This design comes from an exercise in tuning for small area on the open sky130 flow, not from production work.
Where RTL was checked, it was by simulation tests only, not by an equivalence proof against the original.

==> inputs of run a <==
## NV_soDLA_CACC_calculator_for_check
module NV_soDLA_CACC_calculator_for_check(
  input           nvdla_core_clk,
  input           nvdla_core_rstn,
  input  [1087:0] abuf_rd_data,
  output          abuf_wr_en,
  output [5:0]    abuf_wr_addr,
  output [1087:0] abuf_wr_data,
  output          dlv_valid,
  output          dlv_mask,
  output [1023:0] dlv_data,
  output [1:0]    dlv_pd,
  input           accu_ctrl_valid,
  input  [12:0]   accu_ctrl_pd,
  input           accu_ctrl_ram_valid,
  input  [4:0]    cfg_truncate,
  input  [21:0]   mac_a2accu_data0,
  input  [21:0]   mac_a2accu_data1,
  input  [21:0]   mac_a2accu_data2,
  input  [21:0]   mac_a2accu_data3,
  input  [21:0]   mac_a2accu_data4,
  input  [21:0]   mac_a2accu_data5,
  input  [21:0]   mac_a2accu_data6,
  input  [21:0]   mac_a2accu_data7,
  input  [21:0]   mac_a2accu_data8,
  input  [21:0]   mac_a2accu_data9,
  input  [21:0]   mac_a2accu_data10,
  input  [21:0]   mac_a2accu_data11,
  input  [21:0]   mac_a2accu_data12,
  input  [21:0]   mac_a2accu_data13,
  input  [21:0]   mac_a2accu_data14,
  input  [21:0]   mac_a2accu_data15,
  input  [15:0]   mac_a2accu_mask,
  input           mac_a2accu_mode,
  input           mac_a2accu_pvld,
  input  [21:0]   mac_b2accu_data0,
  input  [21:0]   mac_b2accu_data1,
  input  [21:0]   mac_b2accu_data2,
  input  [21:0]   mac_b2accu_data3,
  input  [21:0]   mac_b2accu_data4,
  input  [21:0]   mac_b2accu_data5,
  input  [21:0]   mac_b2accu_data6,
  input  [21:0]   mac_b2accu_data7,
  input  [21:0]   mac_b2accu_data8,
  input  [21:0]   mac_b2accu_data9,
  input  [21:0]   mac_b2accu_data10,
  input  [21:0]   mac_b2accu_data11,
  input  [21:0]   mac_b2accu_data12,
  input  [21:0]   mac_b2accu_data13,
  input  [21:0]   mac_b2accu_data14,
  input  [21:0]   mac_b2accu_data15,
  input  [15:0]   mac_b2accu_mask,
  input           mac_b2accu_mode,
  input           mac_b2accu_pvld,
  output [31:0]   dp2reg_sat_count
);
==> flow/config.mk <==
export PLATFORM = sky130hd
export DESIGN_NAME = NV_soDLA_CACC_calculator_for_check
export DESIGN_NICKNAME = NV_soDLA_CACC_calculator_for_check
export VERILOG_FILES = /design/flow/design.v
export SDC_FILE = /design/flow/constraint.sdc
export NUM_CORES = 8
export LEC_CHECK = 0
export CAP_MARGIN = 20
export CELL_PAD_IN_SITES_DETAIL_PLACEMENT = 1
export CELL_PAD_IN_SITES_GLOBAL_PLACEMENT = 1
export CORE_AREA = 10 10 810 810
export DIE_AREA = 0 0 820 820
export PLACE_DENSITY = 0.5
export SLEW_MARGIN = 20
export SYNTH_HIERARCHICAL = 1
==> flow/constraint.sdc <==
create_clock -name core_clock -period 10.0 [get_ports {nvdla_core_clk}]
set_input_delay 2.0000 -clock core_clock [delete_from_list [all_inputs] [get_ports {nvdla_core_clk}]]
set_output_delay 2.0000 -clock core_clock [all_outputs]
set_load 0.01 [all_outputs]
standard.sh (not shown) runs the stock make flow with config.mk's settings and CLKGATE_MAP_FILE= SYNTH_SCRIPT=/design/flow/synth_recipe.tcl, a recipe that flattens the netlist after the stock synthesis.
==> flow/flow/run.sh <==
#!/bin/bash
# Layout flow: the standard ORFS flow (standard.sh, unchanged synthesis, floorplan, power grid
# and tap cells), with these changes to how the layout is made:
#  - no timing-driven upsizing at floorplan (the netlist has no wires yet, so it only grows cells)
#  - port buffers use the smallest buffer cell (repair_design upsizes where a port needs more drive)
#  - pins one routing track apart (the default is two), so that a compact die holds all 4005 ports
#  - clock tree: larger sink clusters (25 flip-flops per leaf buffer) and no dummy loads
# Every tool's output goes to a log in this folder (make's output here, each ORFS step's full
# log under orfs/logs/).
set -euo pipefail
W=$(pwd)
EXTRA=(
  "REMOVE_ABC_BUFFERS=1"
  "BUFFER_PORTS_ARGS=-buffer_cell sky130_fd_sc_hd__buf_1"
  "PLACE_PINS_ARGS=-min_distance 1 -min_distance_in_tracks"
  "CTS_ARGS=-sink_clustering_enable -repair_clock_nets -dont_use_dummy_load -sink_clustering_size 25 -sink_clustering_max_diameter 100"
)
bash "$W/standard.sh" "${EXTRA[@]}" finish > "$W/flow_make.log" 2>&1
==> inputs of run b, as changes to run a <==
--- a/flow/flow/run.sh
+++ b/flow/flow/run.sh
@@ -6,4 +6,6 @@
 #  - pins one routing track apart (the default is two), so that a compact die holds all 4005 ports
 #  - clock tree: larger sink clusters (25 flip-flops per leaf buffer) and no dummy loads
+#  - global routing may finish with a little overflow (detailed routing clears it), and
+#    more rounds of antenna repair after detailed routing
 # Every tool's output goes to a log in this folder (make's output here, each ORFS step's full
 # log under orfs/logs/).
@@ -14,4 +16,6 @@
   "BUFFER_PORTS_ARGS=-buffer_cell sky130_fd_sc_hd__buf_1"
   "PLACE_PINS_ARGS=-min_distance 1 -min_distance_in_tracks"
+  "GLOBAL_ROUTE_ARGS=-congestion_iterations 100 -congestion_report_iter_step 5 -verbose -allow_congestion"
+  "MAX_REPAIR_ANTENNAS_ITER_DRT=10"
   "CTS_ARGS=-sink_clustering_enable -repair_clock_nets -dont_use_dummy_load -sink_clustering_size 25 -sink_clustering_max_diameter 100"
 )
- CORE_AREA: 10 10 810 810 -> 10 10 730 730
- DIE_AREA: 0 0 820 820 -> 0 0 740 740
- PLACE_DENSITY: 0.5 -> 0.55
==> inputs of run c, as changes to run a <==
--- a/flow/flow/run.sh
+++ b/flow/flow/run.sh
@@ -6,4 +6,6 @@
 #  - pins one routing track apart (the default is two), so that a compact die holds all 4005 ports
 #  - clock tree: larger sink clusters (25 flip-flops per leaf buffer) and no dummy loads
+#  - global routing may finish with a little overflow (detailed routing clears it), and
+#    more rounds of antenna repair after detailed routing
 # Every tool's output goes to a log in this folder (make's output here, each ORFS step's full
 # log under orfs/logs/).
@@ -14,4 +16,6 @@
   "BUFFER_PORTS_ARGS=-buffer_cell sky130_fd_sc_hd__buf_1"
   "PLACE_PINS_ARGS=-min_distance 1 -min_distance_in_tracks"
+  "GLOBAL_ROUTE_ARGS=-congestion_iterations 100 -congestion_report_iter_step 5 -verbose -allow_congestion"
+  "MAX_REPAIR_ANTENNAS_ITER_DRT=10"
   "CTS_ARGS=-sink_clustering_enable -repair_clock_nets -dont_use_dummy_load -sink_clustering_size 25 -sink_clustering_max_diameter 100"
 )
==> run notes <==
- Run c stopped in global routing (5_1_grt), error GRT-0232. Run b aborted during global routing (5_1_grt) with GRT-0232. Run a did not get past global routing (5_1_grt) with GRT-0116.
- In area after synthesis, run b and run c do not differ.
- Synthesized cell count is the same in run a and run c.
==> figures <==
|  | run a | run c | run b |
|---|---|---|---|
| Number of cell rows | 293 | 293 | 264 |
| Worst setup slack before clock tree synthesis | 0.842 ns | 0.842 ns | 0.725 ns |
| Starting utilization of the core area | 0.269 | 0.269 | 0.332 |
| Half-perimeter wire length after placement | 922000 um | 922000 um | 905000 um |
| Main synth FF type | dfxtp_1 | dfxtp_1 | dfxtp_1 |
| Chip Width | 820 um | 820 um | 740 um |
| Post-CTS setup repair buffer count | 0 | 0 | 0 |
| Simple logic cell fraction of the synthesized area | 0.104 | 0.104 | 0.104 |
| Clk Tree Root Cell | clkbuf_16 | clkbuf_16 | clkbuf_16 |
| Die Ht | 820 um | 820 um | 740 um |
| Post-placement cell area | 201000 um^2 | 201000 um^2 | 199000 um^2 |
| Status | stopped before the end | stopped before the end | stopped before the end |
| Failing step | global routing (5_1_grt) | global routing (5_1_grt) | global routing (5_1_grt) |
| RD Place Congestion | 0.984 | 0.984 | 1.02 |
| Placed Cells incl. Taps | 28800 | 28800 | 27300 |
| Number of clock buffers inserted by TritonCTS | 191 | 191 | 184 |
| Average footprint of a synthesized cell | 10.7 um^2 | 10.7 um^2 | 10.7 um^2 |
| Port Buffers | 3998 | 3998 | 3998 |

==> 11-06: inputs <==
Another version of the RTL of NV_soDLA_CACC_calculator_for_check (not shown whole).
Settings: LEC_CHECK=0, CAP_MARGIN=20, CELL_PAD_IN_SITES_DETAIL_PLACEMENT=1, CELL_PAD_IN_SITES_GLOBAL_PLACEMENT=1, CORE_AREA=10 10 810 810, DIE_AREA=0 0 820 820, PLACE_DENSITY=0.5, SLEW_MARGIN=20, SYNTH_HIERARCHICAL=1; clock period 10.0 ns.
==> flow/flow/run.sh <==
#!/bin/bash
# Layout flow: the standard ORFS flow (standard.sh, unchanged synthesis, floorplan, power grid
# and tap cells), with these changes to how the layout is made:
#  - no timing-driven upsizing at floorplan (the netlist has no wires yet, so it only grows cells)
#  - port buffers use the smallest buffer cell (repair_design upsizes where a port needs more drive)
#  - pins one routing track apart (the default is two), so that a compact die holds all 4005 ports
#  - clock tree: larger sink clusters (25 flip-flops per leaf buffer) and no dummy loads
# Every tool's output goes to a log in this folder (make's output here, each ORFS step's full
# log under orfs/logs/).
set -euo pipefail
W=$(pwd)
EXTRA=(
  "REMOVE_ABC_BUFFERS=1"
  "BUFFER_PORTS_ARGS=-buffer_cell sky130_fd_sc_hd__buf_1"
  "PLACE_PINS_ARGS=-min_distance 1 -min_distance_in_tracks"
  "CTS_ARGS=-sink_clustering_enable -repair_clock_nets -dont_use_dummy_load -sink_clustering_size 25 -sink_clustering_max_diameter 100"
)
bash "$W/standard.sh" "${EXTRA[@]}" finish > "$W/flow_make.log" 2>&1
==> 03-16: changes against 11-06 <==
--- a/flow/design.v
+++ b/flow/design.v
@@ -96,52 +96,25 @@
   reg [4:0] t2, t3;
   always @(posedge nvdla_core_clk) begin
     t2 <= cfg_truncate;
     t3 <= t2;
   end
-  reg [8:0] dsel;   
-  always @(posedge nvdla_core_clk) begin
-    case (t2)
-      5'd0: dsel <= 9'b001000000;
-      5'd1: dsel <= 9'b010010000;
-      5'd2: dsel <= 9'b100100000;
-      5'd3: dsel <= 9'b000000100;
-      5'd4: dsel <= 9'b000010100;
-      5'd5: dsel <= 9'b000100100;
-      5'd6: dsel <= 9'b000001000;
-      5'd7: dsel <= 9'b000011000;
-      5'd8: dsel <= 9'b000101000;
-      5'd9: dsel <= 9'b000000010;
-      5'd10: dsel <= 9'b000010010;
-      5'd11: dsel <= 9'b000100010;
-      5'd12: dsel <= 9'b000000110;
-      5'd13: dsel <= 9'b000010110;
-      5'd14: dsel <= 9'b000100110;
-      5'd15: dsel <= 9'b000001010;
-      5'd16: dsel <= 9'b000011010;
-      5'd17: dsel <= 9'b000101010;
-      5'd18: dsel <= 9'b000000001;
-      5'd19: dsel <= 9'b000010001;
-      5'd20: dsel <= 9'b000100001;
-      5'd21: dsel <= 9'b000000101;
-      5'd22: dsel <= 9'b000010101;
-      5'd23: dsel <= 9'b000100101;
-      5'd24: dsel <= 9'b000001001;
-      5'd25: dsel <= 9'b000011001;
-      5'd26: dsel <= 9'b000101001;
-      5'd27: dsel <= 9'b000000011;
-      5'd28: dsel <= 9'b000010011;
-      5'd29: dsel <= 9'b000100011;
-      5'd30: dsel <= 9'b000000111;
-      5'd31: dsel <= 9'b000010111;
-    endcase
+  reg a1s, b1s, c1s, c2s, e1s, e2s;
+  integer ti;
+  always @(*) begin
+    ti = t3;
+    a1s = (ti >= 18); if (a1s) ti = ti - 18;
+    b1s = (ti >= 9);  if (b1s) ti = ti - 9;
+    c1s = (ti >= 3) && (ti < 6);
+    c2s = (ti >= 6);
+    e1s = (ti % 3) == 1;
+    e2s = (ti % 3) == 2;
   end
-  wire a1s = dsel[0], b1s = dsel[1], c1s = dsel[2], c2s = dsel[3], e1s = dsel[4], e2s = dsel[5];
   wire sa0 = ~a1s, sa1 = a1s, sb0 = ~b1s, sb1 = b1s;
   wire sc0 = ~(c1s | c2s), sc1 = c1s, sc2 = c2s, sc0n = c1s | c2s;
   wire se0n = e1s | e2s, se1n = ~e1s, se2n = ~e2s;
-  wire st0 = dsel[6], st1 = dsel[7], st2 = dsel[8];
+  wire st0 = (t3 == 5'd0), st1 = (t3 == 5'd1), st2 = (t3 == 5'd2);
   wire [29:0] sw;
   genvar gw;
   generate for (gw = 0; gw < 30; gw = gw + 1) begin : swin
     assign sw[gw] = ({1'b0, t3} >= gw + 2) && ({1'b0, t3} <= gw + 16);
   end endgenerate
@@ -407,18 +380,18 @@
   wire e2g;
   wire p5;
   wire cy0;
   wire nns;
   wire y31g;
+  wire pk0;
   wire [34:0] z1n;
   wire [34:0] z2;
   wire [34:0] z3n;
   wire [32:0] y;
   wire [9:0] sq;
   wire [2:0] sp;
   wire [32:0] cy;
-  wire [2:0] pk;
   k_inv u1 (.a(x[33]), .y(sn));
   k_nand2 u2 (.a(a1), .b(sn), .y(k1));
   k_nand2 u3 (.a(b1), .b(x[33]), .y(k2));
   k_or2 u4 (.a(c0), .b(x[33]), .y(k3));
   k_nand2 u5 (.a(a1), .b(x[17]), .y(z1n[0]));
@@ -584,11 +557,11 @@
   k_ha u164 (.a(y[3]), .b(cy[2]), .s(f[2]), .co(cy[3]));
   k_ha u165 (.a(y[4]), .b(cy[3]), .s(f[3]), .co(cy[4]));
   k_ha u166 (.a(y[5]), .b(cy[4]), .s(f[4]), .co(cy[5]));
   k_ha u167 (.a(y[6]), .b(cy[5]), .s(f[5]), .co(cy[6]));
   k_ha u168 (.a(y[7]), .b(cy[6]), .s(f[6]), .co(cy[7]));
-  k_xor2 u169 (.a(y[8]), .b(cy[7]), .y(f[7]));
+  k_ha u169 (.a(y[8]), .b(cy[7]), .s(f[7]), .co(cy[8]));
   k_ha u170 (.a(y[9]), .b(cy[8]), .s(f[8]), .co(cy[9]));
   k_ha u171 (.a(y[10]), .b(cy[9]), .s(f[9]), .co(cy[10]));
   k_ha u172 (.a(y[11]), .b(cy[10]), .s(f[10]), .co(cy[11]));
   k_ha u173 (.a(y[12]), .b(cy[11]), .s(f[11]), .co(cy[12]));
   k_ha u174 (.a(y[13]), .b(cy[12]), .s(f[12]), .co(cy[13]));
@@ -600,36 +573,32 @@
   k_ha u180 (.a(y[19]), .b(cy[18]), .s(f[18]), .co(cy[19]));
   k_ha u181 (.a(y[20]), .b(cy[19]), .s(f[19]), .co(cy[20]));
   k_ha u182 (.a(y[21]), .b(cy[20]), .s(f[20]), .co(cy[21]));
   k_ha u183 (.a(y[22]), .b(cy[21]), .s(f[21]), .co(cy[22]));
   k_ha u184 (.a(y[23]), .b(cy[22]), .s(f[22]), .co(cy[23]));
-  k_xor2 u185 (.a(y[24]), .b(cy[23]), .y(f[23]));
+  k_ha u185 (.a(y[24]), .b(cy[23]), .s(f[23]), .co(cy[24]));
   k_ha u186 (.a(y[25]), .b(cy[24]), .s(f[24]), .co(cy[25]));
   k_ha u187 (.a(y[26]), .b(cy[25]), .s(f[25]), .co(cy[26]));
   k_ha u188 (.a(y[27]), .b(cy[26]), .s(f[26]), .co(cy[27]));
   k_ha u189 (.a(y[28]), .b(cy[27]), .s(f[27]), .co(cy[28]));
   k_ha u190 (.a(y[29]), .b(cy[28]), .s(f[28]), .co(cy[29]));
   k_ha u191 (.a(y[30]), .b(cy[29]), .s(f[29]), .co(cy[30]));
   k_ha u192 (.a(y[31]), .b(cy[30]), .s(f[30]), .co(cy[31]));
   k_and2 u193 (.a(y[32]), .b(nns), .y(y31g));
   k_xor2 u194 (.a(y31g), .b(cy[31]), .y(f[31]));
-  cacc_and8 u195 (.a(y[8:1]), .y(pk[0]));
-  k_and2 u196 (.a(cy[0]), .b(pk[0]), .y(cy[8]));
-  cacc_and8 u197 (.a(y[16:9]), .y(pk[1]));
-  k_and2 u198 (.a(cy[8]), .b(pk[1]), .y(cy[16]));
-  cacc_and8 u199 (.a(y[24:17]), .y(pk[2]));
-  k_and2 u200 (.a(cy[16]), .b(pk[2]), .y(cy[24]));
+  cacc_and16 u195 (.a(y[16:1]), .y(pk0));
+  k_and2 u196 (.a(cy0), .b(pk0), .y(cy[16]));
 endmodule
 module cacc_lane_fg (input [33:0] x, input t0, input t1, input t2, input p5, output ns, output cy0);
   wire s = x[33];
   wire ovf = (t0 & ~((x[33] == x[32]) & (x[32] == x[31]))) | (t1 & (x[33] ^ x[32]));
   wire a31 = &x[31:1];
   wire cc = ~s & ((t1 & a31 & x[0]) | (t2 & a31 & x[32]));
   assign ns = ovf | cc;
   assign cy0 = ns ? s : p5;
 endmodule
-module cacc_and8 (input [7:0] a, output y); assign y = &a; endmodule
+module cacc_and16 (input [15:0] a, output y); assign y = &a; endmodule
 module k_inv (input a, output y); assign y = ~a; endmodule
 module k_nand2 (input a, input b, output y); assign y = ~(a & b); endmodule
 module k_nor2 (input a, input b, output y); assign y = ~(a | b); endmodule
 module k_or2 (input a, input b, output y); assign y = a | b; endmodule
 module k_and2 (input a, input b, output y); assign y = a & b; endmodule
==> flow/run.sh (new file) <==
#!/bin/bash
# synth_recipe.tcl (not shown) runs the flow's synth.tcl, then flattens the netlist and writes it again
# the make line also repeats each setting of config.mk as NAME=value (left out here)
make -C /OpenROAD-flow-scripts/flow DESIGN_CONFIG=/design/flow/config.mk WORK_HOME=/design/flow/orfs CLKGATE_MAP_FILE= SYNTH_SCRIPT=/design/flow/synth_recipe.tcl finish
==> flow/config.mk (replaced) <==
export PLATFORM = sky130hd
export DESIGN_NAME = NV_soDLA_CACC_calculator_for_check
export DESIGN_NICKNAME = NV_soDLA_CACC_calculator_for_check
export VERILOG_FILES = /design/flow/design.v
export SDC_FILE = /design/flow/constraint.sdc
export NUM_CORES = 8
export LEC_CHECK = 0
export CAP_MARGIN = 20
export CORE_AREA = 10 10 1890 250
export DIE_AREA = 0 0 1900 260
export PLACE_DENSITY = 0.62
export SLEW_MARGIN = 20
export SYNTH_HIERARCHICAL = 1
removed: flow/flow/run.sh
removed: flow/standard.sh
==> flow_metrics.py <==
metrics = {
    "power_and_ir_drop": {
        "p_seq_share_pct": 39.6,
        "vdd_ir_drop_max_mv": 0.137,
    },
    "run_status": {
        "status": "complete, no violations",
    },
    "clock_tree": {
        "clock_latency_ns": 1.01,
    },
    "timing": {
        "setup_ws_ns": 0.294,
    },
    "final_layout": {
        "final_area_um2": 207000,
    },
    "yosys": {
        "synth.area.mux_share_pct": 0.0952,
    },
}
-- figures above: 11-06

==> flow_metrics.py <==
metrics = {
    "run_status": {
        "status": "did not finish",
        "error": "[ERROR GRT-0116] Global routing finished with congestion. Check the congestion regions in the DRC Viewer.",
        "stop_stage": "global routing",
    },
    "yosys": {
        "synth_area_um2": 174000,
        "yosysTopAreaCell": "dfxtp_1",
        "yosys_warnings": 7,
    },
    "floorplanning": {
        "rows": 87,
    },
}
-- figures above: 03-16

No functional check of the RTL was part of 03-16.

[static timing again, ports no longer ideal]
The results above use ideal ports. As a check the final layout listed here was re-extracted and re-timed, cells and wires unchanged.
Step 1 (the two cells are an assumption about what drives the block):
set clk [get_ports {nvdla_core_clk}]
set_driving_cell -lib_cell sky130_fd_sc_hd__clkbuf_16 $clk
set_driving_cell -lib_cell sky130_fd_sc_hd__buf_2 [delete_from_list [all_inputs] $clk]
Step 2 times the ports against the registers' clock, not the clock port: input delays grow and output delays shrink by t, the midpoint of the rising clock arrivals with the driver on.
Three values: ideal ports, drivers, drivers and shift; two values: the first two.
run: 11-06
t, ns: 1.093
slack for setup (ns): 0.294 / 0.148 / 0.595
worst slew at a driven data input, ns: 0.68
After both steps 11-06 still meets setup and hold. For 11-06, drivers alone change the setup slack by -0.146 ns; drivers and shift together by +0.301 ns.
